Source: an optimization exercise on an open RTL-to-GDS flow (aim: small area and a short achievable clock period). Production flows keep margins and buffers that such runs may drop. Where RTL was checked, it was by simulation tests only, not by an equivalence proof against the original. Power and IR drop assume default switching activity.

==> flow/design.v (excerpt) <==
module piped_wallace_mult(
    input wire clock, reset,
    input wire [15:0] x, y,
    output reg [31:0] prod
);
make LEC_CHECK=0 CAP_MARGIN=20 CORE_MARGIN=2 CORE_UTILIZATION=40 CTS_BUF_LIST=sky130_fd_sc_hd__clkbuf_8 SETUP_SLACK_MARGIN=1.1 SLEW_MARGIN=20 SYNTH_HIERARCHICAL=1 SYNTH_MINIMUM_KEEP_SIZE=0 finish   # period 2.8 ns
run.sh (not shown) runs the stock make flow with config.mk's settings and CLKGATE_MAP_FILE= SYNTH_SCRIPT=/design/flow/synth_recipe.tcl, a recipe that flattens the netlist after the stock synthesis.
The starting point completed without violations.
==> next run, changes <==
Settings changed: SETUP_SLACK_MARGIN 1.1 to 0.95.
Global-route usage shrinks by 0.27 points.
Final cell count goes down by 2.4%.
Final area went down by 2.9%.
Worst setup slack loses 0.035 ns.
Via count is lower by 3.6%.
Clock power went up by 19%.
Routed wire length fell by 4.1%.
Utilization drops by 1.4 points.
Power grows by 2.6%.
Function was not checked in any run of this note: the RTL went through the layout flow alone.

Another version of the RTL of piped_wallace_mult (not shown whole).
Size in the first run: ~250 flip-flops, roughly 12000 um2 of cells after synthesis.
export LEC_CHECK = 0
export CAP_MARGIN = 20
export CORE_MARGIN = 2
export CORE_UTILIZATION = 65
export PLACE_DENSITY = 0.75
export SLEW_MARGIN = 20
create_clock -name core_clock -period 2.8 [get_ports {clock}]
The baseline completed with no timing, DRC or antenna violations.
Rerun with:
Settings changed: ABC_CLOCK_PERIOD_IN_PS set to 1500, CORE_UTILIZATION 65 to 40, PLACE_DENSITY 0.75 to not set, SETUP_SLACK_MARGIN set to 1.0.
Outcome:
- cell count is higher by 17%
- routed wire length is higher by 9.5%
- global-route usage is lower by 8.5 points
- power is higher by 12%
- clock-buffer cell count is higher by 2

## run A
piped_wallace_mult, a different RTL version from the one above (not shown whole).
Size in the first run: roughly 1,100 cells after synthesis, about 66 I/O pins, ~13,000 um2 of cells after synthesis.
## piped_wallace_mult
module piped_wallace_mult(
    input wire clock, reset,
    input wire [15:0] x, y,
    output reg [31:0] prod
);
clock: 2.8 ns
lec_check: 0
cap_margin: 20
core_margin: 2
core_utilization: 40
setup_slack_margin: 0.2
slew_margin: 20
synth_hierarchical: 1
synth_minimum_keep_size: 0
Modified inputs, run B compared to run A
--- a/flow/config.mk
+++ b/flow/config.mk
@@ -11 +11 @@
-export SETUP_SLACK_MARGIN = 0.2
+export SETUP_SLACK_MARGIN = 1.1
==> results.txt <==
Min leakage dissipation across run B and run A: run A. Changes observed in run B relative to run A: clock skew fell 0.012 ns, sequential cell area in the final layout rose by about 2.6%, maximum clock path buffer count comparable, sequential share of layout area now sits lower, via count up about 6%. Summary: power, run B worse than run A. In the tables for run B and run A, global-route wire length before repair reads higher with run B. Worst-case setup margin in the final layout (lower): run A. Comparing run B and run A, the higher fill cell total of the finished layout was measured on run A. Re relative contribution of the clock network to total power: run A was higher than run B.
What run C does differently from run B at the input level:
--- a/flow/config.mk
+++ b/flow/config.mk
@@ -11 +11,2 @@
-export SETUP_SLACK_MARGIN = 1.1
+export CTS_BUF_LIST = sky130_fd_sc_hd__clkbuf_8
+export SETUP_SLACK_MARGIN = 0.95
Notes after the runs:
- Run C reports a lower global-route wire length before repair than run B does.
- Taking run B as the reference, in run C non-clock buffer count has decreased; largest net degree at the start of global routing has increased; register share of the cell area has increased; relative area change from synthesis to final layout has decreased; utilization has decreased.
- Re wire length: run C is about 5.6% down on run B.
Modified inputs, run D compared to run C
--- a/flow/config.mk
+++ b/flow/config.mk
@@ -11 +10,0 @@
-export CTS_BUF_LIST = sky130_fd_sc_hd__clkbuf_8
## What came out
When run D is set beside run C, its final core utilization turns out to be 0.21 points larger. Per the comparison of run D with run C, worst slack on hold paths level, sequential share of power moved down. Run D -> run C: fmax flat. Looking at via count, run D sits below run C. Compared with run C, in run D post-detailed-route wirelength per cell up 1.0%; sequential share of layout area down 0.20 points.

Another version of the RTL of piped_wallace_mult (not shown whole).
Size: about 1,100 cells after synthesis, about 66 I/O pins, roughly 13,000 um^2 of cells after synthesis.
==> flow/config.mk <==
export PLATFORM = sky130hd
export DESIGN_NAME = piped_wallace_mult
export DESIGN_NICKNAME = piped_wallace_mult
export VERILOG_FILES = /design/flow/design.v
export SDC_FILE = /design/flow/constraint.sdc
export NUM_CORES = 4
export LEC_CHECK = 0
export CAP_MARGIN = 20
export CORE_MARGIN = 2
export CORE_UTILIZATION = 48
export CTS_CLUSTER_DIAMETER = 150
export CTS_CLUSTER_SIZE = 30
export SETUP_SLACK_MARGIN = 0.95
export SLEW_MARGIN = 20
export SYNTH_HIERARCHICAL = 1
export SYNTH_MINIMUM_KEEP_SIZE = 0
export BUFFER_PORTS_ARGS = -buffer_cell sky130_fd_sc_hd__buf_1
==> flow/constraint.sdc <==
create_clock -name core_clock -period 2.8 [get_ports {clock}]
set_input_delay 0.5600 -clock core_clock [delete_from_list [all_inputs] [get_ports {clock}]]
set_output_delay 0.5600 -clock core_clock [all_outputs]
set_load 0.01 [all_outputs]
standard.sh (not shown) runs the stock make flow with config.mk's settings and CLKGATE_MAP_FILE= SYNTH_SCRIPT=/design/flow/synth_recipe.tcl, a recipe that flattens the netlist after the stock synthesis.
==> flow/flow/run.sh <==
#!/bin/bash
# The standard layout (standard.sh, unchanged synthesis), except that the
# port buffers are plain buffers instead of delay cells. Tool output: standard.log
# here and ORFS's own logs under orfs/logs.
set -e
echo 'export BUFFER_PORTS_ARGS = -buffer_cell sky130_fd_sc_hd__buf_1' >> "$FLOW_CONFIG"
bash standard.sh > standard.log 2>&1
The baseline produced a clean layout.
Change:
- CORE_UTILIZATION: 48 -> 40
After rerunning: Maximum frequency hardly moves; power stays flat; flip-flop and latch count does not change; non-clock buffer count fell by 13; via count is about the same; cell area barely changes.

Setup of cedar:
RTL: one of the versions met above, not the one the previous note started from.
Size: roughly 1100 cells after synthesis, ~0.013 mm^2 of cells after synthesis.
==> flow/config.mk <==
export PLATFORM = sky130hd
export DESIGN_NAME = piped_wallace_mult
export DESIGN_NICKNAME = piped_wallace_mult
export VERILOG_FILES = /design/flow/design.v
export SDC_FILE = /design/flow/constraint.sdc
export NUM_CORES = 4
export LEC_CHECK = 0
export CAP_MARGIN = 20
export CORE_MARGIN = 2
export CORE_UTILIZATION = 40
export SETUP_SLACK_MARGIN = 0.7
export SLEW_MARGIN = 20
export SYNTH_HIERARCHICAL = 1
export SYNTH_MINIMUM_KEEP_SIZE = 0
==> flow/constraint.sdc <==
create_clock -name core_clock -period 2.8 [get_ports {clock}]
set_input_delay 0.5600 -clock core_clock [delete_from_list [all_inputs] [get_ports {clock}]]
set_output_delay 0.5600 -clock core_clock [all_outputs]
set_load 0.01 [all_outputs]
run.sh (not shown) runs the stock make flow with config.mk's settings and CLKGATE_MAP_FILE= SYNTH_SCRIPT=/design/flow/synth_recipe.tcl, a recipe that flattens the netlist after the stock synthesis.
Stock flow here: none of the scripts above is used.
The inputs of maple differ from those of cedar as listed below.
- SETUP_SLACK_MARGIN changed from 0.7 to 0.95
- CORE_UTILIZATION changed from 40 to 55
==> results.txt <==
Total net switching power: maple and cedar compared, lower one is maple
First-pass GRT wire length: higher on cedar
For the register area, maple came in about 1% higher than cedar did.
Between cedar and maple, clock skew decreased.
Die width (higher): cedar
Diff cedar -> maple: well tap count decreased by 124 relative to the old numbers; worst setup slack increased by 0.12 ns relative to the old numbers; reported leakage power increased by 1.8% relative to the old numbers; critical path depth decreased by 1 relative to the old numbers.
Diff cedar -> maple | via count | up slightly
Setup changes, maple to tundra
- SETUP_SLACK_MARGIN changed from 0.95 to 0.5
- CORE_UTILIZATION changed from 55 to 40
Results
- Signed area change from the synthesized netlist to the final layout delta for tundra relative to maple: 0.33 points lower
- In tundra relative to maple, placed cell count had gone up by a little under 10%.
- Ratio of total power to cell area is lower on maple
- Compared to maple, tundra has average via count per standard cell 8.1% lower.
- Diff maple -> tundra | total length of routed wires | up slightly
- Of maple and tundra, tundra shows the higher post-route total power, with maple below it.
What violet does differently from tundra at the input level:
- SETUP_SLACK_MARGIN now 1.4, was 0.5
Results
- violet finished all stages; the layout is clean.
- violet: sequential standard cell area about 3% above tundra
- violet against tundra: combinational power rose 22%, register-to-register setup slack saw an increase, detailed-route wire length on metal 1 now sits higher, share of power burned in combinational logic increased 4.7 points.
- Looking only at layout overhead on the synthesized area, and setting everything else aside, the lower value of violet and tundra goes to tundra.
- The placer's final routability congestion estimate number comes out lower for violet vs tundra.

piped_wallace_mult, a different RTL version from the one above (not shown whole).
Size in the first run: about 250 flip-flops, roughly 13000 um^2 of cells after synthesis.
export LEC_CHECK = 0
export CAP_MARGIN = 20
export CORE_MARGIN = 2
export CORE_UTILIZATION = 40
export SETUP_SLACK_MARGIN = 0.95
export SLEW_MARGIN = 20
export SYNTH_HIERARCHICAL = 1
export SYNTH_MINIMUM_KEEP_SIZE = 0
export BUFFER_PORTS_ARGS = -buffer_cell sky130_fd_sc_hd__buf_2
create_clock -name core_clock -period 2.8 [get_ports {clock}]
standard.sh (not shown) runs the stock make flow with config.mk's settings and CLKGATE_MAP_FILE= SYNTH_SCRIPT=/design/flow/synth_recipe.tcl, a recipe that flattens the netlist after the stock synthesis.
==> flow/flow/run.sh <==
#!/bin/bash
set -e
cp standard.sh standard.sh.orig.txt
cat "$FLOW_CONFIG" > config.orig.txt
echo 'export BUFFER_PORTS_ARGS = -buffer_cell sky130_fd_sc_hd__buf_2' >> "$FLOW_CONFIG"
bash standard.sh > standard.log 2>&1
The first run completed without violations.
==> next run, changes <==
==> flow/run.sh (new file) <==
#!/bin/bash
# synth_recipe.tcl (not shown) runs the flow's synth.tcl, then flattens the netlist and writes it again
# the make line also repeats each setting of config.mk as NAME=value (left out here)
make -C /OpenROAD-flow-scripts/flow DESIGN_CONFIG=/design/flow/config.mk WORK_HOME=/design/flow/orfs CLKGATE_MAP_FILE= SYNTH_SCRIPT=/design/flow/synth_recipe.tcl finish
BUFFER_PORTS_ARGS = unset   (was -buffer_cell sky130_fd_sc_hd__buf_2)
removed: flow/flow/run.sh
removed: flow/standard.sh
Non-clock buffer count stays the same; clock skew hardly moves; worst setup slack got worse by 0.047 ns; utilization climbs by 0.96 points; final cell count hardly moves; design area climbs by about 2%; die area is unchanged; power drops by about 1.4%; wire length climbs by about 0.8%.
==> next run, changes <==
==> flow/flow/run.sh (new file) <==
#!/bin/bash
# The standard layout (standard.sh, unchanged synthesis), except that the
# port buffers are plain buffers instead of delay cells. Tool output: standard.log
# here and ORFS's own logs under orfs/logs.
set -e
echo 'export BUFFER_PORTS_ARGS = -buffer_cell sky130_fd_sc_hd__buf_1' >> "$FLOW_CONFIG"
bash standard.sh > standard.log 2>&1
==> flow/standard.sh (new file) <==
#!/bin/bash
# synth_recipe.tcl (not shown) runs the flow's synth.tcl, then flattens the netlist and writes it again
# the make line also repeats each setting of config.mk as NAME=value (left out here)
make -C /OpenROAD-flow-scripts/flow DESIGN_CONFIG=/design/flow/config.mk WORK_HOME=/design/flow/orfs CLKGATE_MAP_FILE= SYNTH_SCRIPT=/design/flow/synth_recipe.tcl "${@:-finish}"
BUFFER_PORTS_ARGS = -buffer_cell sky130_fd_sc_hd__buf_1   (was unset)
CORE_UTILIZATION = 58   (was 40)
removed: flow/run.sh
After rerunning: Synthesized cell count does not change. Synthesized area is unchanged. Critical path depth went down by 4. Final area is lower by a few percent. Routed wire length decreases slightly. Hold slack loses 0.18 ns. Global-route usage rose by 6.8 points. Core utilization increases by 19 points. Sequential cell count does not change. Combinational power shrinks slightly.
==> next run, changes <==
CAP_MARGIN = 0   (was 20)
CORE_UTILIZATION = 40   (was 58)
SLEW_MARGIN = 0   (was 20)
Effect:
- The new run produced a clean layout
- hold slack improves by 0.073 ns
- wire length climbs by 0.63%
- via count drops by about 0.55%
- combinational power came out lower by about 1%
- first-iteration DRC count shrinks by about 28%
- clock-buffer cell count goes up by 5
- setup slack gets better by 0.013 ns
- final area hardly moves
- die area rose by about 44%
- non-clock buffer count went down by 5
- sequential share of layout area is about the same

[port drivers added, routing unchanged]
In the flow no input, the clock included, has a driving cell. The finished layouts below were timed again as built, in two steps. Step 1 assumes that a clkbuf_16 drives the clock port and a buf_2 every other input. Step 2 times the ports against the registers' clock, not the clock port: input delays grow and output delays shrink by t, the midpoint of the rising clock arrivals with the driver on. Three values: ideal ports, drivers, drivers and shift; two values: the first two.
| run | t, ns | setup slack, ns | worst slew at a driven data input, ns |
|---|---|---|---|
| the first run of note 1 | 0.575 | 0.971 / 0.971 / 0.590 | 0.05 |
| the second run of note 1 | 0.581 | 0.936 / 0.953 / 0.377 | 0.04 |
| the first run of note 2 | 0.570 | 0.442 / 0.442 / 0.442 | 0.03 |
| the second run of note 2 | 0.564 | 0.727 / 0.727 / 0.727 | 0.04 |
| run A | 0.570 | 0.699 / 0.731 / 0.162 | 0.05 |
| run B | 0.573 | 0.883 / 0.883 / 0.583 | 0.04 |
| run C | 0.587 | 0.907 / 0.907 / 0.424 | 0.05 |
| run D | 0.577 | 0.912 / 0.912 / 0.469 | 0.05 |
| the first run of note 4 | 0.521 | 0.991 / 0.991 / 0.575 | 0.03 |
| the second run of note 4 | 0.524 | 0.992 / 0.992 / 0.562 | 0.05 |
| cedar | 0.570 | 0.752 / 0.759 / 0.215 | 0.05 |
| maple | 0.577 | 0.871 / 0.871 / 0.383 | 0.03 |
| tundra | 0.570 | 0.699 / 0.731 / 0.162 | 0.05 |
| violet | 0.577 | 0.883 / 0.883 / 0.723 | 0.05 |
| the first run of note 6 | 0.556 | 0.990 / 0.990 / 0.582 | 0.04 |
| the second run of note 6 | 0.575 | 0.942 / 0.965 / 0.390 | 0.05 |
| the third run of note 6 | 0.573 | 0.956 / 0.956 / 0.468 | 0.03 |
| the fourth run of note 6 | 0.579 | 0.970 / 0.970 / 0.444 | 0.04 |
After both steps every run listed still meets setup and hold. For the second run of note 1, which loses most, drivers alone change the setup slack by +0.017 ns; drivers and shift together by -0.559 ns.
